What follows belongs to an exercise in optimizing a design on an open flow for small area and a short achievable clock period; a production flow would make more cautious choices.
Only simulation tests tie the RTL to the original design; equivalence was not proved.
The flow treats the clock pin as an ideal source, which a real chip does not have.
Power and IR drop assume default switching activity.

== amber ==
## axi_stream_insert_header
module axi_stream_insert_header #(
    parameter DATA_WD = 128,
    parameter DATA_BYTE_WD = DATA_WD / 8
) (
    input clk,
    input rst_n,
    input valid_in,
    input [DATA_WD-1 : 0] data_in,
    input [DATA_BYTE_WD-1 : 0] keep_in,
    input last_in,
    output reg ready_in,
    output reg valid_out,
    output reg [DATA_WD-1 : 0] data_out,
    output reg [DATA_BYTE_WD-1 : 0] keep_out,
    output reg last_out,
    input ready_out,
    input valid_insert,
    input [DATA_WD-1 : 0] header_insert,
    input [DATA_BYTE_WD-1 : 0] keep_insert,
    output reg ready_insert
);
function integer clog2;
input integer n;
begin
    for (clog2 = 0; n > 0; clog2 = clog2 + 1)
        n = n >> 1;
end
endfunction
localparam BW = DATA_BYTE_WD;
localparam ZW = clog2(BW - 1);
function hz_ge;
    input [BW-1:0] keep;
    input integer k;
begin
    if (k <= 0)
        hz_ge = 1'b1;
    else if (k >= BW)
        hz_ge = 1'b0;
    else
        hz_ge = ~keep[BW-k];
end
endfunction
function [ZW-1:0] therm_zeros;
    input [BW-1:0] keep;
    integer i, m;
    reg acc;
begin
    for (i = 0; i < ZW; i = i + 1) begin
        acc = 1'b0;
        for (m = (1 << i); m < BW; m = m + (2 << i))
            acc = acc | (hz_ge(keep, m) & ~hz_ge(keep, m + (1 << i)));
        therm_zeros[i] = acc;
    end
end
endfunction
reg [DATA_WD-1:0] prev;         
reg [ZW-1:0] hz;                
reg pend;                       
reg rin;                        
  ...
clock: 14.0 ns
lec_check: 0
cap_margin: 20
core_margin: 2
core_utilization: 50
setup_slack_margin: 1.0
slew_margin: 20
standard.sh (not shown) runs the stock make flow with config.mk's settings and CLKGATE_MAP_FILE= SYNTH_SCRIPT=/design/flow/synth_recipe.tcl, a recipe that flattens the netlist after the stock synthesis.
==> flow/flow/run.sh <==
#!/bin/bash
# The standard ORFS layout (the standard.sh), with these changes made through
# ORFS's own hooks and variables:
#  - synthesis is the standard synthesis with an area-oriented ABC mapping
#    script (synth_abc.tcl, abc_map.script)
#  - the port buffers are buf_1 cells; the output ones become buf_2 after global
#    placement (post_gp.tcl)
#  - clock tree synthesis without dummy loads, from clkbuf_8 cells in larger clusters
#  - repair_timing after CTS and after global routing aims at a setup slack of
#    FLOW_FLOW_MARGIN ns (margin.tcl)
set -euo pipefail
here=$(pwd)
export FLOW_STD_SYNTH="$here/synth_recipe.tcl"
export FLOW_ABC_SCRIPT="$here/flow/abc_map.script"
export FLOW_FLOW_MARGIN=10.1
export BUFFER_PORTS_ARGS="-buffer_cell sky130_fd_sc_hd__buf_1"
export POST_GLOBAL_PLACE_TCL="$here/flow/post_gp.tcl"
export CTS_ARGS="-sink_clustering_enable -repair_clock_nets -dont_use_dummy_load -buf_list sky130_fd_sc_hd__clkbuf_8 -root_buf sky130_fd_sc_hd__clkbuf_16 -sink_clustering_size 16 -sink_clustering_max_diameter 60"
export PRE_CTS_TCL="$here/flow/margin.tcl"
export PRE_GLOBAL_ROUTE_TCL="$here/flow/margin.tcl"
bash standard.sh SYNTH_SCRIPT="$here/flow/synth_abc.tcl" finish > standard_flow.log 2>&1
==> flow/flow/abc_map.script <==
strash
dch
amap
topo
==> flow/flow/margin.tcl <==
# Have this step's repair_timing aim at a setup slack of FLOW_FLOW_MARGIN ns
# instead of the configured margin, so that the paths that set the achieved
# period get sized and buffered as critical paths.
set ::env(SETUP_SLACK_MARGIN) $::env(FLOW_FLOW_MARGIN)
==> flow/flow/post_gp.tcl <==
# Give the output ports a stronger buffer than the buf_1 that buffer_ports inserted.
set out_buf sky130_fd_sc_hd__buf_2
set n 0
foreach bterm [[ord::get_db_block] getBTerms] {
  if {[$bterm getIoType] != "OUTPUT"} { continue }
  set net [$bterm getNet]
  if {$net == "NULL"} { continue }
  foreach iterm [$net getITerms] {
    if {![$iterm isOutputSignal]} { continue }
    set inst [$iterm getInst]
    if {[[$inst getMaster] getName] == "sky130_fd_sc_hd__buf_1"} {
      replace_cell [get_cells [$inst getName]] [get_lib_cells $out_buf]
      incr n
    }
  }
}
puts "post_gp.tcl: $n output buffers now $out_buf"
Other scripts of this flow, unchanged in this note and not shown: flow/flow/synth_abc.tcl
Inputs modified between amber and lagoon:
diff --git a/flow/flow/run.sh b/flow/flow/run.sh
--- a/flow/flow/run.sh
+++ b/flow/flow/run.sh
@@ -13,7 +13,6 @@
 export FLOW_STD_SYNTH="$here/synth_recipe.tcl"
 export FLOW_ABC_SCRIPT="$here/flow/abc_map.script"
-export FLOW_FLOW_MARGIN=10.1
+export FLOW_FLOW_MARGIN=9.9
 export BUFFER_PORTS_ARGS="-buffer_cell sky130_fd_sc_hd__buf_1"
-export POST_GLOBAL_PLACE_TCL="$here/flow/post_gp.tcl"
 export CTS_ARGS="-sink_clustering_enable -repair_clock_nets -dont_use_dummy_load -buf_list sky130_fd_sc_hd__clkbuf_8 -root_buf sky130_fd_sc_hd__clkbuf_16 -sink_clustering_size 16 -sink_clustering_max_diameter 60"
 export PRE_CTS_TCL="$here/flow/margin.tcl"
==> flow/flow/abc_map.script <==
strash
dch
amap -Q 0.1
topo
removed: flow/flow/post_gp.tcl
lagoon completed every stage of the flow, and the final layout passed the timing, DRC and antenna checks. Going from amber to lagoon, fraction of met3 tracks used by global routing higher, smallest hold slack roughly the same, static leakage lower, setup slack after layout lower, simple-gate area share of the yosys netlist lower. Between amber and lagoon, the difference in power is negligible. Summary of lagoon over amber: final clock period utilization by the worst path rose by 0.37 points, routed length per placed instance now larger, synthesized area divided by synthesized cell count climbed 11%, global routing usage summed across all routing layers climbed 0.85 points.

==> afterwards: timing with drivers on the ports <==
The flow's constraints put no driver on any port. The routed layouts listed below were extracted and timed again, unchanged, in two steps.
Step 1, drivers: a clkbuf_16 drives clk and a buf_2 each remaining input, both assumed.
Step 2 also shifts input and output timing later by t, the mid clock arrival at the registers, as if the neighbouring blocks saw the same clock.
a / b / c = no drivers / after step 1 / after step 2; a / b = the first two.
run | t (ns) | slack for setup (ns) | worst slew at a driven data input, ns
amber | 0.542 | 10.152 / 10.103 / 9.880 | 0.09
lagoon | 0.547 | 10.100 / 10.050 / 9.886 | 0.10
After both steps every run listed still meets setup and hold. The setup slack of amber, which loses most, moves by -0.049 ns with the drivers and by -0.272 ns with both steps.
